What follows belongs to an exercise in optimizing a design on an open flow for small area; a production flow would make more cautious choices. Only simulation tests tie the RTL to the original design; equivalence was not proved. Power figures rest on the tool's default switching activity, not on a simulated workload.

## job 3950
==> flow/design.v (excerpt) <==
module adas_top
(
    input clk,
    input rst_n,
    input timer_trick_i,
    input mode_i,
    input [1:0] redlight_i,
    input [1:0] crosswall_i,
    input [7:0] distance_lidar_i,
    input [7:0] distance_cam_i,
    input [7:0] speed_measured_i,
    input [7:0] following_distance_i,
    input [7:0] speed_i,
    output gas_o,
    output brake_o,
    output redlight_o,
    output crosswall_o,
    output [7:0] following_distance_o
);
reg        gas_r, brake_r;
reg [7:0]  t_r;
reg [8:0]  x_r;
reg [7:0]  y_r;
reg [1:0]  p_r;
reg [7:0]  f_r;
assign gas_o = gas_r;
assign brake_o = brake_r;
assign following_distance_o = f_r;
assign redlight_o = redlight_i[0] & redlight_i[1];
assign crosswall_o = crosswall_i[0] & crosswall_i[1];
wire [8:0] bc;
wire [7:0] d;
assign bc[0] = 1'b1;
genvar k;
generate for (k = 0; k < 8; k = k + 1) begin : g_sub
    assign d[k] = distance_cam_i[k] ^ ~distance_lidar_i[k] ^ bc[k];
    assign bc[k+1] = (distance_cam_i[k] & ~distance_lidar_i[k]) |
                     (distance_cam_i[k] & bc[k]) | (~distance_lidar_i[k] & bc[k]);
end endgenerate
wire       bo = ~bc[8];
wire       far = (d[7:5] != 3'b000) | (d[4] & (d[3] | (d[2] & (d[1] | d[0]))));
wire [3:0] e = far ? 4'd0 : d[4:1];
wire [8:0] ac;
wire [7:0] as;
assign ac[0] = 1'b0;
generate for (k = 0; k < 8; k = k + 1) begin : g_fus
    if (k < 4) begin : g_fa
        assign as[k] = distance_lidar_i[k] ^ e[k] ^ ac[k];
        assign ac[k+1] = (distance_lidar_i[k] & e[k]) | (distance_lidar_i[k] & ac[k]) | (e[k] & ac[k]);
    end else begin : g_ha
        assign as[k] = distance_lidar_i[k] ^ ac[k];
        assign ac[k+1] = distance_lidar_i[k] & ac[k];
    end
end endgenerate
wire [7:0] a = {as[7] ^ (bo & ~far), as[6:0]};
wire [9:0] ps, s;
wire [9:0] pc, sc;
assign pc[0] = 1'b0;
assign sc[0] = 1'b0;
generate for (k = 0; k < 9; k = k + 1) begin : g_sum
    wire ak = (k < 8) ? a[k] : 1'b0;
    wire yk = (k < 8) ? y_r[k] : 1'b0;
    assign ps[k] = x_r[k] ^ ak ^ pc[k];
    assign pc[k+1] = (x_r[k] & ak) | (x_r[k] & pc[k]) | (ak & pc[k]);
    assign s[k] = ps[k] ^ yk ^ sc[k];
    assign sc[k+1] = (ps[k] & yk) | (ps[k] & sc[k]) | (yk & sc[k]);
end endgenerate
  ...
For scale: roughly 330 cells after synthesis.
Settings: LEC_CHECK=0, CAP_MARGIN=20, CORE_MARGIN=2, CORE_UTILIZATION=60, CTS_BUF_LIST=sky130_fd_sc_hd__clkbuf_4, SLEW_MARGIN=20; clock period 15.0 ns.
standard.sh (not shown) runs the stock make flow with config.mk's settings and CLKGATE_MAP_FILE= SYNTH_SCRIPT=/design/flow/synth_recipe.tcl, a recipe that flattens the netlist after the stock synthesis.
==> flow/flow/run.sh <==
#!/bin/bash
# Standard synthesis, then an area re-mapping of its combinational logic
# (flip-flops untouched), then the standard layout with buf_1 port buffers.
set -euo pipefail
R=orfs/results/sky130hd/adas_top/base
bash standard.sh synth > 1_standard_synth.log 2>&1
cp $R/1_2_yosys.v 1_2_yosys.standard.v
bash flow/resynth.sh 1_2_yosys.standard.v 1_2_yosys.resynth.v resynth > 2_resynth.log 2>&1
python3 flow/checkregs.py 1_2_yosys.standard.v 1_2_yosys.resynth.v > 3_checkregs.log 2>&1
cp 1_2_yosys.resynth.v $R/1_2_yosys.v
rm -f $R/1_synth.odb $R/1_synth.sdc
export BUFFER_PORTS_ARGS="-buffer_cell sky130_fd_sc_hd__buf_1"
bash standard.sh > 4_standard_layout.log 2>&1
==> flow/flow/area.abc <==
strash
&get -n
&deepsyn -T 60
&put
dch
amap -F 4 -A 10 -x
==> flow/flow/mkcomb.py <==
# Write a copy of the liberty file holding only its combinational cells.
import re, sys
t = open(sys.argv[1]).read()
i = t.index('cell (')
head = t[:i]
out = [head]
pat = re.compile(r'\n\s*cell\s*\(')
while True:
    m = pat.search(t, i - 1)
    if not m:
        break
    s = m.start()
    b = t.index('{', s)
    d = 1
    j = b + 1
    while d:
        c = t[j]
        if c == '{':
            d += 1
        elif c == '}':
            d -= 1
        j += 1
    cell = t[s:j]
    name = re.search(r'cell\s*\(\s*"?(\w+)', cell).group(1)
    # full adders stay cells of their own (the mapper cannot use two-output cells)
    if re.match(r'sky130_fd_sc_hd__fah?_', name):
        pass
    elif not re.search(r'\b(ff|latch|statetable)\s*\(', cell):
        out.append(cell)
    i = j
out.append('\n}\n')
open(sys.argv[2], 'w').write(''.join(out))
Other scripts of this flow, unchanged in this note and not shown: flow/flow/checkregs.py, flow/flow/resynth.sh
Both conditions hold for job 3950: the flow ran to the end and the final layout passed the timing, design-rule and antenna checks.
Changes in job 6227 relative to job 3950:
Settings: CTS_BUF_LIST removed (was sky130_fd_sc_hd__clkbuf_4).
==> flow/flow/area.abc <==
&get -n
&deepsyn -T 60
&put
dch
amap
diff --git a/flow/flow/mkcomb.py b/flow/flow/mkcomb.py
--- a/flow/flow/mkcomb.py
+++ b/flow/flow/mkcomb.py
@@ -22,9 +22,5 @@
         j += 1
     cell = t[s:j]
-    name = re.search(r'cell\s*\(\s*"?(\w+)', cell).group(1)
-    # full adders stay cells of their own (the mapper cannot use two-output cells)
-    if re.match(r'sky130_fd_sc_hd__fah?_', name):
-        pass
-    elif not re.search(r'\b(ff|latch|statetable)\s*\(', cell):
+    if not re.search(r'\b(ff|latch|statetable)\s*\(', cell):
         out.append(cell)
     i = j
Results
- Job 6227 vs. job 3950: met3 routed wirelength went up by 5.7%.
- The wire length of the first global-routing pass in job 6227 is 1.06 times that in job 3950.
- Power: job 6227 vs job 3950 up about 7%
- Transition time at the pin with the least slew margin in job 6227 is 0.067 ns lower than in job 3950
- Leading cell type in the layout, fill and taps excluded: clkinv_1 -> job 3950, nor2_1 -> job 6227
- Delta(detailed router's first-iteration violation count, job 6227 - job 3950) > 0
- Signed area change from the synthesized netlist to the final layout (higher): job 6227
- Of job 6227 and job 3950, the higher filler cell count in the final layout belongs to job 6227.
- Relative to job 3950, the wire length after detailed routing of job 6227 is higher by 620 um.
- Job 6227 reports a lower combinational power share than job 3950 does.
- In the metrics for job 6227 and job 3950, the one carrying the higher share of power burned in registers is job 3950.

* * *

Another version of the RTL of adas_top (not shown whole).
Size in the first run: roughly 300 cells after synthesis, ~60 I/O pins, about 2400 um2 of cells after synthesis.
Settings: LEC_CHECK=0, CAP_MARGIN=20, CORE_MARGIN=2, CORE_UTILIZATION=60, CTS_BUF_LIST=sky130_fd_sc_hd__clkbuf_4, SLEW_MARGIN=20; clock period 15.0 ns.
==> flow/flow/run.sh <==
#!/bin/bash
# Standard synthesis, then an area re-mapping of its combinational logic
# (flip-flops and full adders untouched), then the standard layout with buf_1
# port buffers and a clock tree of clkbuf_4 without dummy loads.
set -euo pipefail
R=orfs/results/sky130hd/adas_top/base
bash standard.sh synth > 1_standard_synth.log 2>&1
cp $R/1_2_yosys.v 1_2_yosys.standard.v
bash flow/resynth.sh 1_2_yosys.standard.v 1_2_yosys.resynth.v resynth > 2_resynth.log 2>&1
python3 flow/checkregs.py 1_2_yosys.standard.v 1_2_yosys.resynth.v > 3_checkregs.log 2>&1
cp 1_2_yosys.resynth.v $R/1_2_yosys.v
rm -f $R/1_synth.odb $R/1_synth.sdc
export BUFFER_PORTS_ARGS="-buffer_cell sky130_fd_sc_hd__buf_1"
export CTS_ARGS="-sink_clustering_enable -repair_clock_nets -buf_list sky130_fd_sc_hd__clkbuf_4 -dont_use_dummy_load"
bash standard.sh > 4_standard_layout.log 2>&1
==> flow/flow/area0.abc <==
strash
&get -n
&deepsyn -T 8 -S 0
&dc2
&put
dch
amap -F 4 -A 10 -x
mfs3 -ae
strash
&get -n
&deepsyn -T 8 -S 0
&dc2
&put
dch
amap -F 4 -A 10 -x
mfs3 -ae
strash
&get -n
&deepsyn -T 8 -S 0
&dc2
&put
dch
amap -F 4 -A 10 -x
mfs3 -ae
strash
&get -n
&deepsyn -T 8 -S 0
&dc2
&put
dch
amap -F 4 -A 10 -x
mfs3 -ae
strash
&get -n
&deepsyn -T 8 -S 0
&dc2
&put
dch
amap -F 4 -A 10 -x
mfs3 -ae
strash
&get -n
&deepsyn -T 8 -S 0
&dc2
&put
dch
amap -F 4 -A 10 -x
mfs3 -ae
==> flow/flow/area1.abc <==
strash
&get -n
&deepsyn -T 8 -S 1
&dc2
&put
dch
amap -F 4 -A 10 -x
strash
&get -n
&deepsyn -T 8 -S 1
&dc2
&put
dch
amap -F 4 -A 10 -x
strash
&get -n
&deepsyn -T 8 -S 1
&dc2
&put
dch
amap -F 4 -A 10 -x
strash
&get -n
&deepsyn -T 8 -S 1
&dc2
&put
dch
amap -F 4 -A 10 -x
strash
&get -n
&deepsyn -T 8 -S 1
&dc2
&put
dch
amap -F 4 -A 10 -x
strash
&get -n
&deepsyn -T 8 -S 1
&dc2
&put
dch
amap -F 4 -A 10 -x
==> flow/flow/area2.abc <==
strash
&get -n
&deepsyn -T 12 -S 2
&dc2
&put
dch
amap -F 4 -A 10 -x
mfs3 -ae
strash
&get -n
&deepsyn -T 12 -S 2
&dc2
&put
dch
amap -F 4 -A 10 -x
mfs3 -ae
strash
&get -n
&deepsyn -T 12 -S 2
&dc2
&put
dch
amap -F 4 -A 10 -x
mfs3 -ae
strash
&get -n
&deepsyn -T 12 -S 2
&dc2
&put
dch
amap -F 4 -A 10 -x
mfs3 -ae
==> flow/flow/area3.abc <==
strash
&get -n
&deepsyn -T 6 -S 3
&dc2
&put
dch
amap -F 4 -A 10 -x
strash
&get -n
&deepsyn -T 6 -S 3
&dc2
&put
dch
amap -F 4 -A 10 -x
strash
&get -n
&deepsyn -T 6 -S 3
&dc2
&put
dch
amap -F 4 -A 10 -x
strash
&get -n
&deepsyn -T 6 -S 3
&dc2
&put
dch
amap -F 4 -A 10 -x
strash
&get -n
&deepsyn -T 6 -S 3
&dc2
&put
dch
amap -F 4 -A 10 -x
strash
&get -n
&deepsyn -T 6 -S 3
&dc2
&put
dch
amap -F 4 -A 10 -x
strash
&get -n
&deepsyn -T 6 -S 3
&dc2
&put
dch
amap -F 4 -A 10 -x
strash
&get -n
&deepsyn -T 6 -S 3
&dc2
&put
dch
amap -F 4 -A 10 -x
==> flow/flow/area4.abc <==
strash
&get -n
&deepsyn -T 8 -S 4
&dc2
&put
dch
amap -F 4 -A 10 -x
mfs3 -ae
strash
&get -n
&deepsyn -T 8 -S 4
&dc2
&put
dch
amap -F 4 -A 10 -x
mfs3 -ae
strash
&get -n
&deepsyn -T 8 -S 4
&dc2
&put
dch
amap -F 4 -A 10 -x
mfs3 -ae
strash
&get -n
&deepsyn -T 8 -S 4
&dc2
&put
dch
amap -F 4 -A 10 -x
mfs3 -ae
strash
&get -n
&deepsyn -T 8 -S 4
&dc2
&put
dch
amap -F 4 -A 10 -x
mfs3 -ae
strash
&get -n
&deepsyn -T 8 -S 4
&dc2
&put
dch
amap -F 4 -A 10 -x
mfs3 -ae
==> flow/flow/area5.abc <==
strash
&get -n
&deepsyn -T 8 -S 5
&dc2
&put
dch
amap -F 4 -A 10 -x
strash
&get -n
&deepsyn -T 8 -S 5
&dc2
&put
dch
amap -F 4 -A 10 -x
strash
&get -n
&deepsyn -T 8 -S 5
&dc2
&put
dch
amap -F 4 -A 10 -x
strash
&get -n
&deepsyn -T 8 -S 5
&dc2
&put
dch
amap -F 4 -A 10 -x
strash
&get -n
&deepsyn -T 8 -S 5
&dc2
&put
dch
amap -F 4 -A 10 -x
strash
&get -n
&deepsyn -T 8 -S 5
&dc2
&put
dch
amap -F 4 -A 10 -x
==> flow/flow/area6.abc <==
strash
&get -n
&deepsyn -T 10 -S 6
&dc2
&put
dch
amap -F 4 -A 10 -x
mfs3 -ae
strash
&get -n
&deepsyn -T 10 -S 6
&dc2
&put
dch
amap -F 4 -A 10 -x
mfs3 -ae
strash
&get -n
&deepsyn -T 10 -S 6
&dc2
&put
dch
amap -F 4 -A 10 -x
mfs3 -ae
strash
&get -n
&deepsyn -T 10 -S 6
&dc2
&put
dch
amap -F 4 -A 10 -x
mfs3 -ae
strash
&get -n
&deepsyn -T 10 -S 6
&dc2
&put
dch
amap -F 4 -A 10 -x
mfs3 -ae
==> flow/flow/area7.abc <==
strash
&get -n
&deepsyn -T 6 -S 7
&dc2
&put
dch
amap -F 4 -A 10 -x
mfs3 -ae
strash
&get -n
&deepsyn -T 6 -S 7
&dc2
&put
dch
amap -F 4 -A 10 -x
mfs3 -ae
strash
&get -n
&deepsyn -T 6 -S 7
&dc2
&put
dch
amap -F 4 -A 10 -x
mfs3 -ae
strash
&get -n
&deepsyn -T 6 -S 7
&dc2
&put
dch
amap -F 4 -A 10 -x
mfs3 -ae
strash
&get -n
&deepsyn -T 6 -S 7
&dc2
&put
dch
amap -F 4 -A 10 -x
mfs3 -ae
strash
&get -n
&deepsyn -T 6 -S 7
&dc2
&put
dch
amap -F 4 -A 10 -x
mfs3 -ae
strash
&get -n
&deepsyn -T 6 -S 7
&dc2
&put
dch
amap -F 4 -A 10 -x
mfs3 -ae
strash
&get -n
&deepsyn -T 6 -S 7
&dc2
&put
dch
amap -F 4 -A 10 -x
mfs3 -ae
==> flow/flow/resynth.sh <==
#!/bin/bash
# Re-map the combinational logic of the standard synthesis netlist for area.
# The flip-flops and full adders stay the same instances (names, cell types,
# connections). Eight ABC runs (different scripts and seeds, four at a time)
# are made and the smallest result is kept; a run that fails is skipped.
# usage: resynth.sh in.v out.v workdir
set -euo pipefail
IN=$(readlink -f $1); OUT=$(readlink -f $2); W=$3
LIB=$FLOW_HOME/platforms/sky130hd/lib/sky130_fd_sc_hd__tt_025C_1v80.lib
HERE=$(cd "$(dirname "$0")" && pwd)
mkdir -p $W
W=$(readlink -f $W)
python3 $HERE/mkcomb.py $LIB $W/comb.lib
for i in 0 1 2 3 4 5 6 7; do
  [[ $i == 4 ]] && wait
  mkdir -p $W/r$i
  cp $HERE/area$i.abc $W/r$i/area.abc
  cat > $W/r$i/resynth.ys <<Y
read_liberty -lib $LIB
read_liberty -overwrite $W/comb.lib
read_verilog $IN
hierarchy -top $FLOW_TOP
flatten
rename -hide w:*.*
opt_clean -purge
opt -fast
abc -liberty $LIB -dont_use *lpflow* -dont_use *probe* -dont_use *clkdly* -dont_use *dlygate* -script $W/r$i/area.abc
read_liberty -lib -overwrite $LIB
opt_clean -purge
hilomap -singleton -hicell sky130_fd_sc_hd__conb_1 HI -locell sky130_fd_sc_hd__conb_1 LO
insbuf -buf sky130_fd_sc_hd__buf_4 A X
splitnets
opt_clean -purge
check -assert -mapped
tee -o $W/r$i/stat.txt stat -liberty $LIB
write_verilog -noattr -nohex -nodec $W/r$i/out.v
Y
  (cd $W/r$i && yosys -s resynth.ys > yosys.log 2>&1 || echo "run $i failed") &
done
wait
best=""
bestarea=""
for i in 0 1 2 3 4 5 6 7; do
  if [[ ! -s $W/r$i/out.v ]]; then
    echo "run $i: no result"
    continue
  fi
  a=$(grep "Chip area" $W/r$i/stat.txt | awk '{print $NF}')
  echo "run $i: area $a"
  if [[ -z "$best" ]] || python3 -c "import sys; sys.exit(0 if $a < $bestarea else 1)"; then
    best=$i; bestarea=$a
  fi
done
echo "kept run $best: area $bestarea"
cp $W/r$best/out.v $OUT
Other scripts of this flow, unchanged in this note and not shown: flow/flow/checkregs.py, flow/flow/mkcomb.py
The first run finished with timing, DRC and antenna clean.
Next try:
==> flow/flow/area0.abc (replaced) <==
strash
&get -n
&deepsyn -T 8 -S 0
&put
dch
amap -F 4 -A 10 -x
strash
&get -n
&deepsyn -T 8 -S 0
&put
dch
amap -F 4 -A 10 -x
strash
&get -n
&deepsyn -T 8 -S 0
&put
dch
amap -F 4 -A 10 -x
strash
&get -n
&deepsyn -T 8 -S 0
&put
dch
amap -F 4 -A 10 -x
strash
&get -n
&deepsyn -T 8 -S 0
&put
dch
amap -F 4 -A 10 -x
strash
&get -n
&deepsyn -T 8 -S 0
&put
dch
amap -F 4 -A 10 -x
==> flow/flow/area1.abc (replaced) <==
strash
&get -n
&deepsyn -T 8 -S 1
&put
dc2
dch
amap -F 4 -A 10 -x
strash
&get -n
&deepsyn -T 8 -S 1
&put
dc2
dch
amap -F 4 -A 10 -x
strash
&get -n
&deepsyn -T 8 -S 1
&put
dc2
dch
amap -F 4 -A 10 -x
strash
&get -n
&deepsyn -T 8 -S 1
&put
dc2
dch
amap -F 4 -A 10 -x
strash
&get -n
&deepsyn -T 8 -S 1
&put
dc2
dch
amap -F 4 -A 10 -x
strash
&get -n
&deepsyn -T 8 -S 1
&put
dc2
dch
amap -F 4 -A 10 -x
==> flow/flow/area2.abc (replaced) <==
strash
&get -n
&deepsyn -T 12 -S 2
&put
dch
amap -F 4 -A 10 -x
strash
&get -n
&deepsyn -T 12 -S 2
&put
dch
amap -F 4 -A 10 -x
strash
&get -n
&deepsyn -T 12 -S 2
&put
dch
amap -F 4 -A 10 -x
strash
&get -n
&deepsyn -T 12 -S 2
&put
dch
amap -F 4 -A 10 -x
==> flow/flow/area3.abc (replaced) <==
strash
&get -n
&deepsyn -T 6 -S 3
&put
dch
amap -F 4 -A 10 -x
strash
&get -n
&deepsyn -T 6 -S 3
&put
dch
amap -F 4 -A 10 -x
strash
&get -n
&deepsyn -T 6 -S 3
&put
dch
amap -F 4 -A 10 -x
strash
&get -n
&deepsyn -T 6 -S 3
&put
dch
amap -F 4 -A 10 -x
strash
&get -n
&deepsyn -T 6 -S 3
&put
dch
amap -F 4 -A 10 -x
strash
&get -n
&deepsyn -T 6 -S 3
&put
dch
amap -F 4 -A 10 -x
strash
&get -n
&deepsyn -T 6 -S 3
&put
dch
amap -F 4 -A 10 -x
strash
&get -n
&deepsyn -T 6 -S 3
&put
dch
amap -F 4 -A 10 -x
==> flow/flow/area4.abc (replaced) <==
strash
&get -n
&deepsyn -T 8 -S 4
&put
dch
amap -F 4 -A 10 -x
strash
&get -n
&deepsyn -T 8 -S 4
&put
dch
amap -F 4 -A 10 -x
strash
&get -n
&deepsyn -T 8 -S 4
&put
dch
amap -F 4 -A 10 -x
strash
&get -n
&deepsyn -T 8 -S 4
&put
dch
amap -F 4 -A 10 -x
strash
&get -n
&deepsyn -T 8 -S 4
&put
dch
amap -F 4 -A 10 -x
strash
&get -n
&deepsyn -T 8 -S 4
&put
dch
amap -F 4 -A 10 -x
==> flow/flow/area5.abc (replaced) <==
strash
&get -n
&deepsyn -T 8 -S 5
&put
dc2
dch
amap -F 4 -A 10 -x
strash
&get -n
&deepsyn -T 8 -S 5
&put
dc2
dch
amap -F 4 -A 10 -x
strash
&get -n
&deepsyn -T 8 -S 5
&put
dc2
dch
amap -F 4 -A 10 -x
strash
&get -n
&deepsyn -T 8 -S 5
&put
dc2
dch
amap -F 4 -A 10 -x
strash
&get -n
&deepsyn -T 8 -S 5
&put
dc2
dch
amap -F 4 -A 10 -x
strash
&get -n
&deepsyn -T 8 -S 5
&put
dc2
dch
amap -F 4 -A 10 -x
==> flow/flow/area6.abc (replaced) <==
strash
&get -n
&deepsyn -T 10 -S 6
&put
dch
amap -F 4 -A 10 -x
strash
&get -n
&deepsyn -T 10 -S 6
&put
dch
amap -F 4 -A 10 -x
strash
&get -n
&deepsyn -T 10 -S 6
&put
dch
amap -F 4 -A 10 -x
strash
&get -n
&deepsyn -T 10 -S 6
&put
dch
amap -F 4 -A 10 -x
strash
&get -n
&deepsyn -T 10 -S 6
&put
dch
amap -F 4 -A 10 -x
==> flow/flow/area7.abc (replaced) <==
strash
&get -n
&deepsyn -T 6 -S 7
&put
dc2
dch
amap -F 4 -A 10 -x
strash
&get -n
&deepsyn -T 6 -S 7
&put
dc2
dch
amap -F 4 -A 10 -x
strash
&get -n
&deepsyn -T 6 -S 7
&put
dc2
dch
amap -F 4 -A 10 -x
strash
&get -n
&deepsyn -T 6 -S 7
&put
dc2
dch
amap -F 4 -A 10 -x
strash
&get -n
&deepsyn -T 6 -S 7
&put
dc2
dch
amap -F 4 -A 10 -x
strash
&get -n
&deepsyn -T 6 -S 7
&put
dc2
dch
amap -F 4 -A 10 -x
strash
&get -n
&deepsyn -T 6 -S 7
&put
dc2
dch
amap -F 4 -A 10 -x
strash
&get -n
&deepsyn -T 6 -S 7
&put
dc2
dch
amap -F 4 -A 10 -x
--- a/flow/flow/resynth.sh
+++ b/flow/flow/resynth.sh
@@ -3,5 +3,5 @@
 # The flip-flops and full adders stay the same instances (names, cell types,
 # connections). Eight ABC runs (different scripts and seeds, four at a time)
-# are made and the smallest result is kept; a run that fails is skipped.
+# are made and the smallest result is kept.
 # usage: resynth.sh in.v out.v workdir
 set -euo pipefail
@@ -36,5 +36,5 @@
 write_verilog -noattr -nohex -nodec $W/r$i/out.v
 Y
-  (cd $W/r$i && yosys -s resynth.ys > yosys.log 2>&1 || echo "run $i failed") &
+  (cd $W/r$i && yosys -s resynth.ys > yosys.log 2>&1) &
 done
 wait
@@ -42,8 +42,4 @@
 bestarea=""
 for i in 0 1 2 3 4 5 6 7; do
-  if [[ ! -s $W/r$i/out.v ]]; then
-    echo "run $i: no result"
-    continue
-  fi
   a=$(grep "Chip area" $W/r$i/stat.txt | awk '{print $NF}')
   echo "run $i: area $a"
Cell count is higher by about 1.2%. Routed wire length is lower by about 4.5%. Die area is higher by about 0.4%.

static timing again, ports no longer ideal:
Ports are ideal in the flow. The routed layouts listed here were re-timed in OpenROAD.
Step 1, drivers: a clkbuf_16 drives clk and a buf_2 each remaining input, both assumed.
Step 2, shift: input delay + t, output delay - t, t = (earliest + latest rising clock arrival at the registers) / 2. This alone moves slack from input paths to output paths.
Slacks: ideal ports / drivers / drivers and shift; pairs: ideal ports / drivers.
run	t, ns	setup slack, ns	worst hold slack (ns)	worst setup path at the end	worst register clock-pin slew, ns
job 3950	0.373	1.931 / 1.937 / 1.564	0.481 / 0.481 / 0.481	input to register	0.12 / 0.12
job 6227	0.312	3.717 / 3.725 / 3.413	0.472 / 0.472 / 0.472	input to register	0.07 / 0.07
the first run of note 2	0.367	1.432 / 1.438 / 1.071	0.480 / 0.480 / 0.480	input to register	0.11 / 0.11
the second run of note 2	0.371	2.228 / 2.223 / 1.852	0.470 / 0.470 / 0.470	input to register	0.11 / 0.11
After both steps every run listed still meets setup and hold. For the second run of note 2, which loses most, drivers alone change the setup slack by -0.005 ns; drivers and shift together by -0.376 ns.
